Context: an optimization exercise on an open-source flow, tuned for a short achievable clock period and few clock cycles. The choices shown serve that exercise and are no tape-out recipe.
At most, simulation tests tie the RTL to the original design; equivalence was not proved.
Power figures rest on the tool's default switching activity, not on a simulated workload.

==> module TopLevel, before the edit <==
module TopLevel(
	input Reset,    
          Clk,	    
	output logic Ack,	    
	output [9:0] InstAddr,
	input  [8:0] InstData,
	output [7:0] DataAddr,
	output [7:0] DataWrite,
	output       DataWriteEn,
	input  [7:0] DataRead
);
logic [9:0] pc;
logic [7:0] rf [0:7];       
logic       isVal;          
logic       halted;
logic [7:0] valDest;        
logic [7:0] opA, opB, imm;
logic [7:0] shOH;           
logic       xAdd, xSub, xXor, xLsl, xRdx, xInc, xLd, xImm, xShift, xCmp, xSt;
logic [7:0] xWe;            
logic       xDest7;
wire [7:0] sumAB  = opA + opB;
wire [7:0] diffAB = opA - opB;
wire [7:0] incB   = opB + 8'd1;
logic [7:0] lsl;
always_comb begin
  lsl = 8'd0;
  for (int j = 0; j < 8; j++)
    for (int k = 0; k <= j; k++)
      lsl[j] = lsl[j] | (shOH[k] & opA[j-k]);
end
wire [7:0] lfsr = {1'b0, rf[7][5:0], ^(rf[6][6:0] & rf[7][6:0])};
wire [7:0] resRaw = ({8{xAdd}}   & sumAB)
                  | ({8{xSub}}   & diffAB)
                  | ({8{xXor}}   & (opA ^ opB))
                  | ({8{xLsl}}   & lsl)
                  | ({8{xRdx}}   & {7'b0, ^opB})
                  | ({8{xInc}}   & incB)
                  | ({8{xLd}}    & DataRead)
                  | ({8{xImm}}   & imm)
                  | ({8{xShift}} & lfsr);
wire [7:0] res = {resRaw[7] & ~xDest7, resRaw[6:0]};
wire       fEx = xCmp & ~diffAB[7];
always_ff @(posedge Clk)
  for (int i = 0; i < 8; i++)
    if (Reset)       rf[i] <= 8'd0;
    else if (xWe[i]) rf[i] <= res;
wire [8:0] w  = InstData;
wire [2:0] op = w[8:6];
wire [2:0] fa = w[5:3];
wire [2:0] fb = w[2:0];
wire       run = ~halted;
wire isBrGrp  = ~isVal & (op == _BRANCH);
wire isBr     = isBrGrp & (w[3:0] != 4'd0);
wire isHalt   = isBrGrp & (w[3:0] == 4'd0) & w[5];
wire isShift  = isBrGrp & (w[3:0] == 4'd0) & ~w[5];
wire taken    = isBr & (~w[5] | fEx);
wire isMov1   = ~isVal & (w[8:3] == 6'b111111);
wire isRdx    = ~isVal & (w[8:3] == 6'b111110);
wire isLslA   = ~isVal & (op == _LSHIFT) & (fa[2:1] != 2'b11);
wire isInc    = ~isVal & (op == _CMP) & (fa == 3'b111);
wire isLd     = ~isVal & (op == _LOAD);
wire isSt     = ~isVal & (op == _STORE);
wire isXor    = ~isVal & (op == _XOR);
wire isAdd    = ~isVal & (op == _ADD);
wire isSub    = ~isVal & (op == _SUB);
wire isCmpF   = (op == _CMP);        
wire [7:0] aOH = 8'd1 << fa;
wire [7:0] bOH = 8'd1 << fb;
wire [7:0] weD = isVal ? valDest
               : ({8{isLd | isXor | isAdd | isSub | isLslA}} & aOH)
               | ({8{isMov1 | isRdx | isInc}} & bOH)
               | {isShift, 7'b0};
wire [9:0] pcInc = pc + 10'd1;
wire [9:0] pcBr  = pc + {{5{w[4]}}, w[4:0]};
wire [7:0] rdA = xWe[fa] ? res : rf[fa];
wire [7:0] rdB = xWe[fb] ? res : rf[fb];
always_ff @(posedge Clk) begin
  if (Reset) begin
    pc      <= 10'd0;
    isVal   <= 1'b0;
    halted  <= 1'b0;
    valDest <= 8'd0;
    {xAdd, xSub, xXor, xLsl, xRdx, xInc, xLd, xImm, xShift, xCmp, xSt} <= '0;
    xWe     <= 8'd0;
    xDest7  <= 1'b0;
  end else begin
    pc      <= taken ? pcBr : pcInc;
    isVal   <= run & isMov1;
    halted  <= halted | isHalt;
    valDest <= bOH;
    xAdd    <= run & isAdd;
    xSub    <= run & isSub;
    xXor    <= run & isXor;
    xLsl    <= run & (isLslA | isMov1);
    xRdx    <= run & isRdx;
    xInc    <= run & isInc;
    xLd     <= run & isLd;
    xImm    <= run & isVal;
    xShift  <= run & isShift;
    xCmp    <= run & isCmpF;
    xSt     <= run & isSt;
    xWe     <= {8{run}} & weD;
    xDest7  <= weD[7];
  end
  opA  <= rdA;
  opB  <= rdB;
  imm  <= w[7:0];
  shOH <= bOH;
end
assign InstAddr    = pc;
assign DataAddr    = opB;
assign DataWrite   = opA;
assign DataWriteEn = xSt;
assign Ack         = halted;
endmodule
==> flow/config.mk <==
export PLATFORM = sky130hd
export DESIGN_NAME = TopLevel
export DESIGN_NICKNAME = TopLevel
export VERILOG_FILES = /design/flow/design.v
export SDC_FILE = /design/flow/constraint.sdc
export NUM_CORES = 4
export LEC_CHECK = 0
export ABC_CLOCK_PERIOD_IN_PS = 1500
export CAP_MARGIN = 20
export CORE_MARGIN = 2
export CORE_UTILIZATION = 40
export SETUP_SLACK_MARGIN = 2.6
export SLEW_MARGIN = 20
==> flow/constraint.sdc <==
create_clock -name core_clock -period 4.2 [get_ports {Clk}]
set_input_delay 0.8400 -clock core_clock [delete_from_list [all_inputs] [get_ports {Clk}]]
set_output_delay 0.8400 -clock core_clock [all_outputs]
set_load 0.01 [all_outputs]
run.sh (not shown) runs the stock make flow with config.mk's settings and CLKGATE_MAP_FILE= SYNTH_SCRIPT=/design/flow/synth_recipe.tcl, a recipe that flattens the netlist after the stock synthesis.
Testbench counts at the start, summed over its fixed seeds: cycles 71,357.
Next try:
--- a/flow/design.v
+++ b/flow/design.v
@@ -19,8 +19,31 @@
 	output [7:0] DataWrite,
 	output       DataWriteEn,
 	input  [7:0] DataRead
 );
+function automatic logic [8:0] padd8(input logic [7:0] a, input logic [7:0] b, input logic cin);
+  logic [7:0] g, p, gg, pp, gn, pn;
+  logic [8:0] c;
+  g = a & b;
+  p = a ^ b;
+  gg = g; pp = p;
+  for (int d = 1; d < 8; d = d * 2) begin
+    gn = gg; pn = pp;
+    for (int i = d; i < 8; i++) begin
+      gn[i] = gg[i] | (pp[i] & gg[i-d]);
+      pn[i] = pp[i] & pp[i-d];
+    end
+    gg = gn; pp = pn;
+  end
+  c[0] = cin;
+  for (int i = 0; i < 8; i++) c[i+1] = gg[i] | (pp[i] & cin);
+  padd8 = {c[8], p ^ c[7:0]};
+endfunction
+function automatic logic [9:0] pinc10(input logic [9:0] a);
+  logic [9:0] r;
+  for (int i = 0; i < 10; i++) r[i] = a[i] ^ (&(a | ~((10'd1 << i) - 10'd1)));
+  pinc10 = r;
+endfunction
 logic [9:0] pc;
 logic [7:0] rf [0:7];       
 logic       isVal;          
 logic       halted;
@@ -29,11 +52,14 @@
 logic [7:0] shOH;           
 logic       xAdd, xSub, xXor, xLsl, xRdx, xInc, xLd, xImm, xShift, xCmp, xSt;
 logic [7:0] xWe;            
 logic       xDest7;
-wire [7:0] sumAB  = opA + opB;
-wire [7:0] diffAB = opA - opB;
-wire [7:0] incB   = opB + 8'd1;
+wire [8:0] sumC   = padd8(opA, opB, 1'b0);
+wire [8:0] diffC  = padd8(opA, ~opB, 1'b1);
+wire [8:0] incC   = padd8(opB, 8'd0, 1'b1);
+wire [7:0] sumAB  = sumC[7:0];
+wire [7:0] diffAB = diffC[7:0];
+wire [7:0] incB   = incC[7:0];
 logic [7:0] lsl;
 always_comb begin
   lsl = 8'd0;
   for (int j = 0; j < 8; j++)
@@ -81,10 +107,14 @@
 wire [7:0] weD = isVal ? valDest
                : ({8{isLd | isXor | isAdd | isSub | isLslA}} & aOH)
                | ({8{isMov1 | isRdx | isInc}} & bOH)
                | {isShift, 7'b0};
-wire [9:0] pcInc = pc + 10'd1;
-wire [9:0] pcBr  = pc + {{5{w[4]}}, w[4:0]};
+wire [9:0] pcInc = pinc10(pc);
+wire [8:0] loSum = padd8({3'b0, pc[4:0]}, {3'b0, w[4:0]}, 1'b0);
+wire [4:0] hiP   = pinc10({5'b0, pc[9:5]});
+wire [4:0] hiM   = ~pinc10({5'b0, ~pc[9:5]});
+wire [4:0] hiBr  = (loSum[5] ^ w[4]) ? (w[4] ? hiM : hiP) : pc[9:5];
+wire [9:0] pcBr  = {hiBr, loSum[4:0]};
 wire [7:0] rdA = xWe[fa] ? res : rf[fa];
 wire [7:0] rdB = xWe[fb] ? res : rf[fb];
 always_ff @(posedge Clk) begin
   if (Reset) begin
Effect: Cell area goes up by 2.6%; area after synthesis increases by 2.8%; sequential power hardly moves; hold slack hardly moves; power went down by 2.2%; critical path depth fell by 6; setup slack improves by 0.86 ns.
For the second run of this note, only the layout was checked, not whether the RTL still works.

[afterwards: timing with drivers on the ports]
The results above use ideal ports. As a check the final layouts listed here were re-extracted and re-timed, cells and wires unchanged.
Step 1 assumes that a clkbuf_16 drives the clock port and a buf_2 every other input.
Step 2, shift: input delay + t, output delay - t, t = (earliest + latest rising clock arrival at the registers) / 2. This alone moves slack from input paths to output paths.
a / b / c = ideal / step 1 / step 2; a / b = the first two.
| run | t, ns | setup WS [ns] | worst hold slack (ns) | worst register clock-pin slew, ns | worst data-port slew with drivers (ns) |
|---|---|---|---|---|---|
| the first run | 0.464 | 0.884 / 0.884 / 0.786 | 0.483 / 0.483 / 0.483 | 0.06 / 0.06 | 0.07 |
| the second run | 0.465 | 1.743 / 1.743 / 1.342 | 0.482 / 0.482 / 0.482 | 0.06 / 0.06 | 0.14 |
After both steps setup and hold are still met in every run listed. The setup slack of the second run, which loses most, moves by 0.000 ns with the drivers and by -0.401 ns with both steps.
